This design comes from an exercise in tuning for small area and a short achievable clock period on the open sky130 flow, not from production work. Where RTL was checked, it was by simulation tests only, not by an equivalence proof against the original. Power figures rest on the tool's default switching activity, not on a simulated workload.

==> flow/design.v <==
`timescale 1ns / 1ps
module stage1(
input logic clk, rst,
input logic enable_ex,
input logic [31:0] src1, src2, imm,
input logic [6:0] control_in,
input logic [31:0] mem_data_read_in,
output logic mem_data_wr_en,
output logic [31:0] mem_data_write_out,
output logic [31:0] p_q, g_q,
output logic [8:0] n_q,         
output logic cin_q, hadd_q, fill_q, shr_q, shl_q, upd_a_q,
output logic [1:0] cmode_q       
    );
logic [2:0] operation, opselect;
logic immp_regn;
assign {operation, immp_regn, opselect} = control_in;
assign mem_data_write_out = src2;
assign mem_data_wr_en = (opselect == 3'b100) && immp_regn;
logic [31:0] a, a_rev;
for (genvar i = 0; i < 32; i++) begin : g_rev
    assign a_rev[i] = a[31-i];
end
assign a = src1;
logic arith, memrd, shift, issue;
assign issue = enable_ex & ~rst;
assign arith = (opselect == 3'b001);
assign memrd = (opselect == 3'b101) && immp_regn;
assign shift = (opselect == 3'b000);
logic [31:0] bm, b;
assign bm = memrd ? mem_data_read_in : immp_regn ? imm : src2;
logic lhg;
assign lhg = arith && (operation == 3'b111);
assign b = {lhg ? bm[15:0] : bm[31:16], bm[15:0]};
logic shl_op;
assign shl_op = shift & ~operation[1];
logic [31:0] x;
assign x = shl_op ? a_rev : a ^ {32{operation[1]}};
logic [3:0] t_lo, t_mid, t_hi;
logic addop;
logic cin, hadd, fill, shr, shl, upd, upd_a;
logic [1:0] cm, cmode;
always_comb begin
    t_lo = 4'b0000;
    addop = 1'b0;
    cin = 1'b0;
    hadd = 1'b0;
    fill = 1'b0;
    shr = 1'b0;
    shl = 1'b0;
    upd = 1'b0;
    cm = 2'd0;
    if (arith) begin
        upd = 1'b1;
        case (operation)
            3'b000:  begin t_lo = 4'b0110; addop = 1'b1; cm = 2'd2; end
            3'b010:  begin t_lo = 4'b0110; addop = 1'b1; cin = 1'b1; cm = 2'd2; end   
            3'b001: begin t_lo = 4'b0110; addop = 1'b1; hadd = 1'b1; cm = 2'd3; end
            3'b011:  begin t_lo = 4'b0101; cm = 2'd1; end
            3'b100:  t_lo = 4'b1000;
            3'b101:   t_lo = 4'b1110;
            3'b110:  t_lo = 4'b1001;                    
            default: begin t_lo = 4'b0000; cm = 2'd1; end
        endcase
    end else if (memrd) begin
        upd = (operation != 3'b011);
        cm = (operation != 3'b011) ? 2'd1 : 2'd0;
        t_lo = 4'b1010;
    end else if (shift) begin
        upd = ~operation[2];
        shl = ~operation[1];
        shr = operation[1];
        fill = operation[0] & operation[1] & a[31];
        t_lo = operation[1] ? 4'b0011 : 4'b1100;  
    end
end
assign upd_a = upd & issue;
assign cmode = issue ? cm : 2'd0;
always_comb begin
    t_mid = t_lo;
    t_hi = t_lo;
    if (lhg) t_hi = 4'b1010;
    if (memrd) begin
        if (operation[1:0] == 2'b00) t_mid = {4{~operation[2] & mem_data_read_in[7]}};
        if (operation[1] == 1'b0) t_hi = {4{~operation[2] & (operation[0] ? mem_data_read_in[15] : mem_data_read_in[7])}};
    end
end
logic [31:0] p, g;
for (genvar i = 0; i < 32; i++) begin : g_p
    if (i < 8) assign p[i] = t_lo[{x[i], b[i]}];
    else if (i < 16) assign p[i] = t_mid[{x[i], b[i]}];
    else assign p[i] = t_hi[{x[i], b[i]}];
end
assign g = addop ? x & b : 32'b0;
logic [4:0] n;
assign n = imm[2] ? src2[4:0] : imm[10:6];
always_ff@(posedge clk) begin
    p_q <= p;
    g_q <= g;
    n_q <= {n[4], 4'b1 << n[3:2], 4'b1 << n[1:0]};
    cin_q <= cin;
    hadd_q <= hadd;
    fill_q <= fill;
    shr_q <= shr;
    shl_q <= shl;
    upd_a_q <= upd_a;
    cmode_q <= cmode;
end
endmodule
`timescale 1ns / 1ps
module stage2(
input logic clk, rst,
input logic [31:0] p, g,
input logic [8:0] n,             
input logic cin, hadd, fill, shr, shl, upd_a,
input logic [1:0] cmode,
output logic [31:0] aluout,
output logic carry
);
function automatic logic [65:0] sk_level(input logic [32:0] p_in, g_in, input int l);
    logic [32:0] p_out, g_out;
    for (int i = 0; i < 33; i++) begin
        if ((i >> l) & 1) begin
            g_out[i] = p_in[i] ? g_in[((i >> l) << l) - 1] : g_in[i];
            p_out[i] = p_in[i] & p_in[((i >> l) << l) - 1];
        end else begin
            g_out[i] = g_in[i];
            p_out[i] = p_in[i];
        end
    end
    sk_level = {g_out, p_out};
endfunction
logic [32:0] pp0, pp1, pp2, pp3, pp4, pp5, gg0, gg1, gg2, gg3, gg4, gg5, gg6, pp6;
logic [32:0] c;
assign pp0 = {p, 1'b0};
assign gg0 = {g, cin};
assign {gg1, pp1} = sk_level(pp0, gg0, 0);
assign {gg2, pp2} = sk_level(pp1, gg1, 1);
assign {gg3, pp3} = sk_level(pp2, gg2, 2);
assign {gg4, pp4} = sk_level(pp3, gg3, 3);
assign {gg5, pp5} = sk_level(pp4, gg4, 4);
assign {gg6, pp6} = sk_level(pp5, gg5, 5);
assign c = gg6;
logic [31:0] sum, sh, sh_rev;
assign sum = p ^ c[31:0];
logic [3:0] s0, s1;
assign s0 = n[3:0];
assign s1 = n[7:4];
logic [34:0] e0;
logic [43:0] e1;
logic [31:0] l0, l1;
assign e0 = {{3{fill}}, p};
for (genvar i = 0; i < 32; i++) begin : g_l0
    assign l0[i] = (s0[0] & e0[i]) | (s0[1] & e0[i+1]) | (s0[2] & e0[i+2]) | (s0[3] & e0[i+3]);
end
assign e1 = {{12{fill}}, l0};
for (genvar i = 0; i < 32; i++) begin : g_l1
    assign l1[i] = (s1[0] & e1[i]) | (s1[1] & e1[i+4]) | (s1[2] & e1[i+8]) | (s1[3] & e1[i+12]);
end
assign sh = n[8] ? {{16{fill}}, l1[31:16]} : l1;
for (genvar i = 0; i < 32; i++) begin : g_rev
    assign sh_rev[i] = sh[31-i];
end
logic k_shr, k_shl, k_sum_lo, k_sum_hi, k_sext, k_hold;
assign k_hold   = ~rst & ~upd_a;
assign k_shr    = ~rst & upd_a & shr;
assign k_shl    = ~rst & upd_a & shl;
assign k_sum_lo = ~rst & upd_a & ~shr & ~shl;
assign k_sum_hi = k_sum_lo & ~hadd;
assign k_sext   = k_sum_lo & hadd;
logic [31:0] aluout_d;
for (genvar i = 0; i < 32; i++) begin : g_d
    if (i < 16) begin : g_lo
        assign aluout_d[i] = (k_shr & sh[i]) | (k_shl & sh_rev[i]) | (k_sum_lo & sum[i]) | (k_hold & aluout[i]);
    end else begin : g_hi
        assign aluout_d[i] = (k_shr & sh[i]) | (k_shl & sh_rev[i]) | (k_sum_hi & sum[i]) | (k_sext & sum[15]) | (k_hold & aluout[i]);
    end
end
logic cres;
always_comb begin
    case (cmode)
        2'd0: cres = carry;
        2'd1: cres = 1'b0;
        2'd2: cres = p[31] ^ c[32];
        default: cres = c[16];
    endcase
end
always_ff@(posedge clk) begin
    aluout <= aluout_d;
    carry <= ~rst & cres;
end
endmodule
`timescale 1ns / 1ps
module DLX_top(
input logic clk, rst,
input logic enable_ex,
input logic [31:0] src1, src2, imm,
input logic [6:0] control_in,
input logic [31:0] mem_data_read_in,
output logic mem_data_wr_en,
output logic [31:0] mem_data_write_out,
output logic [31:0]aluout,
output logic carry
);
logic [31:0] p, g;
logic [8:0] n;
logic cin, hadd, fill, shr, shl, upd_a;
logic [1:0] cmode;
stage1 s1(clk, rst, enable_ex, src1, src2, imm, control_in, mem_data_read_in,
          mem_data_wr_en, mem_data_write_out,
          p, g, n, cin, hadd, fill, shr, shl, upd_a, cmode);
stage2 uut(clk, rst, p, g, n, cin, hadd, fill, shr, shl, upd_a, cmode, aluout, carry);
endmodule
Settings: LEC_CHECK=0, CAP_MARGIN=20, CORE_MARGIN=2, CORE_UTILIZATION=40, CTS_BUF_LIST=sky130_fd_sc_hd__clkbuf_4 sky130_fd_sc_hd__clkbuf_8, SETUP_SLACK_MARGIN=2.0, SLEW_MARGIN=20; clock period 4.5 ns.
standard.sh (not shown) runs the stock make flow with config.mk's settings and CLKGATE_MAP_FILE= SYNTH_SCRIPT=/design/flow/synth_recipe.tcl, a recipe that flattens the netlist after the stock synthesis.
==> flow/flow/run.sh <==
#!/bin/bash
# The standard layout, with plain buffers (not delay cells) on the ports.
set -euo pipefail
bash standard.sh "BUFFER_PORTS_ARGS=-buffer_cell sky130_fd_sc_hd__buf_1" finish > standard.log 2>&1
Then changed:
--- a/flow/design.v
+++ b/flow/design.v
@@ -24,21 +24,30 @@
 assign a = src1;
 logic arith, memrd, shift, issue;
 assign issue = enable_ex & ~rst;
 assign arith = (opselect == 3'b001);
 assign memrd = (opselect == 3'b101) && immp_regn;
 assign shift = (opselect == 3'b000);
-logic [31:0] bm, b;
-assign bm = memrd ? mem_data_read_in : immp_regn ? imm : src2;
+logic shl_op;
+assign shl_op = shift & ~operation[1];
+logic [31:0] b;
 logic lhg;
 assign lhg = arith && (operation == 3'b111);
-assign b = {lhg ? bm[15:0] : bm[31:16], bm[15:0]};
-logic shl_op;
-assign shl_op = shift & ~operation[1];
+logic k_m, k_imm, k_s2, k_imm_hi, k_s2_hi, k_imm_lhg, k_s2_lhg;
+assign k_m = memrd;
+assign k_imm = ~memrd & ~shl_op & immp_regn;
+assign k_s2 = ~memrd & ~shl_op & ~immp_regn;
+assign k_imm_hi = k_imm & ~lhg;
+assign k_s2_hi = k_s2 & ~lhg;
+assign k_imm_lhg = k_imm & lhg;
+assign k_s2_lhg = k_s2 & lhg;
+assign b[15:0] = ({16{shl_op}} & a_rev[15:0]) | ({16{k_m}} & mem_data_read_in[15:0]) | ({16{k_imm}} & imm[15:0]) | ({16{k_s2}} & src2[15:0]);
+assign b[31:16] = ({16{shl_op}} & a_rev[31:16]) | ({16{k_m}} & mem_data_read_in[31:16]) | ({16{k_imm_hi}} & imm[31:16]) | ({16{k_s2_hi}} & src2[31:16])
+                | ({16{k_imm_lhg}} & imm[15:0]) | ({16{k_s2_lhg}} & src2[15:0]);
 logic [31:0] x;
-assign x = shl_op ? a_rev : a ^ {32{operation[1]}};
+assign x = a ^ {32{operation[1]}};
 logic [3:0] t_lo, t_mid, t_hi;
 logic addop;
 logic cin, hadd, fill, shr, shl, upd, upd_a;
 logic [1:0] cm, cmode;
 always_comb begin
     t_lo = 4'b0000;
@@ -68,13 +77,13 @@
         t_lo = 4'b1010;
     end else if (shift) begin
         upd = ~operation[2];
         shl = ~operation[1];
         shr = operation[1];
         fill = operation[0] & operation[1] & a[31];
-        t_lo = operation[1] ? 4'b0011 : 4'b1100;  
+        t_lo = operation[1] ? 4'b0011 : 4'b1010;  
     end
 end
 assign upd_a = upd & issue;
 assign cmode = issue ? cm : 2'd0;
 always_comb begin
     t_mid = t_lo;
Effect:
- The new run finished clean
- worst setup slack loses 0.12 ns
- core utilization goes up by 0.38 points
- non-clock buffer count goes up by 7
- combinational power goes down by 5.5%
- synthesized cell count goes down by 8.7%
- die area goes down by 5.5%
- first-iteration DRC count goes down by 6.9%
The RTL of the second run of this note was laid out without a check of its function.

what the ideal ports hide:
The flow's constraints put no driver on any port. The routed layouts listed below were extracted and timed again, unchanged, in two steps.
Step 1: set_driving_cell puts a clkbuf_16 on clk and a buf_2 on each other input, an assumption about the parent block.
Step 2, shift: input delay + t, output delay - t, t = (earliest + latest rising clock arrival at the registers) / 2. This alone moves slack from input paths to output paths.
Slacks: ideal / step 1 / step 2; pairs: ideal / step 1.
run	t, ns	slack for setup (ns)	worst setup path after step 2	clock arrival spread, ns	worst register clock-pin slew, ns
the first run	0.498	2.023 / 2.030 / 1.550	input to register	0.021 / 0.020	0.09 / 0.09
the second run	0.512	1.904 / 1.898 / 1.386	input to register	0.012 / 0.012	0.08 / 0.08
After both steps setup and hold are still met in every run listed. The setup slack of the second run, which loses most, moves by -0.006 ns with the drivers and by -0.518 ns with both steps.
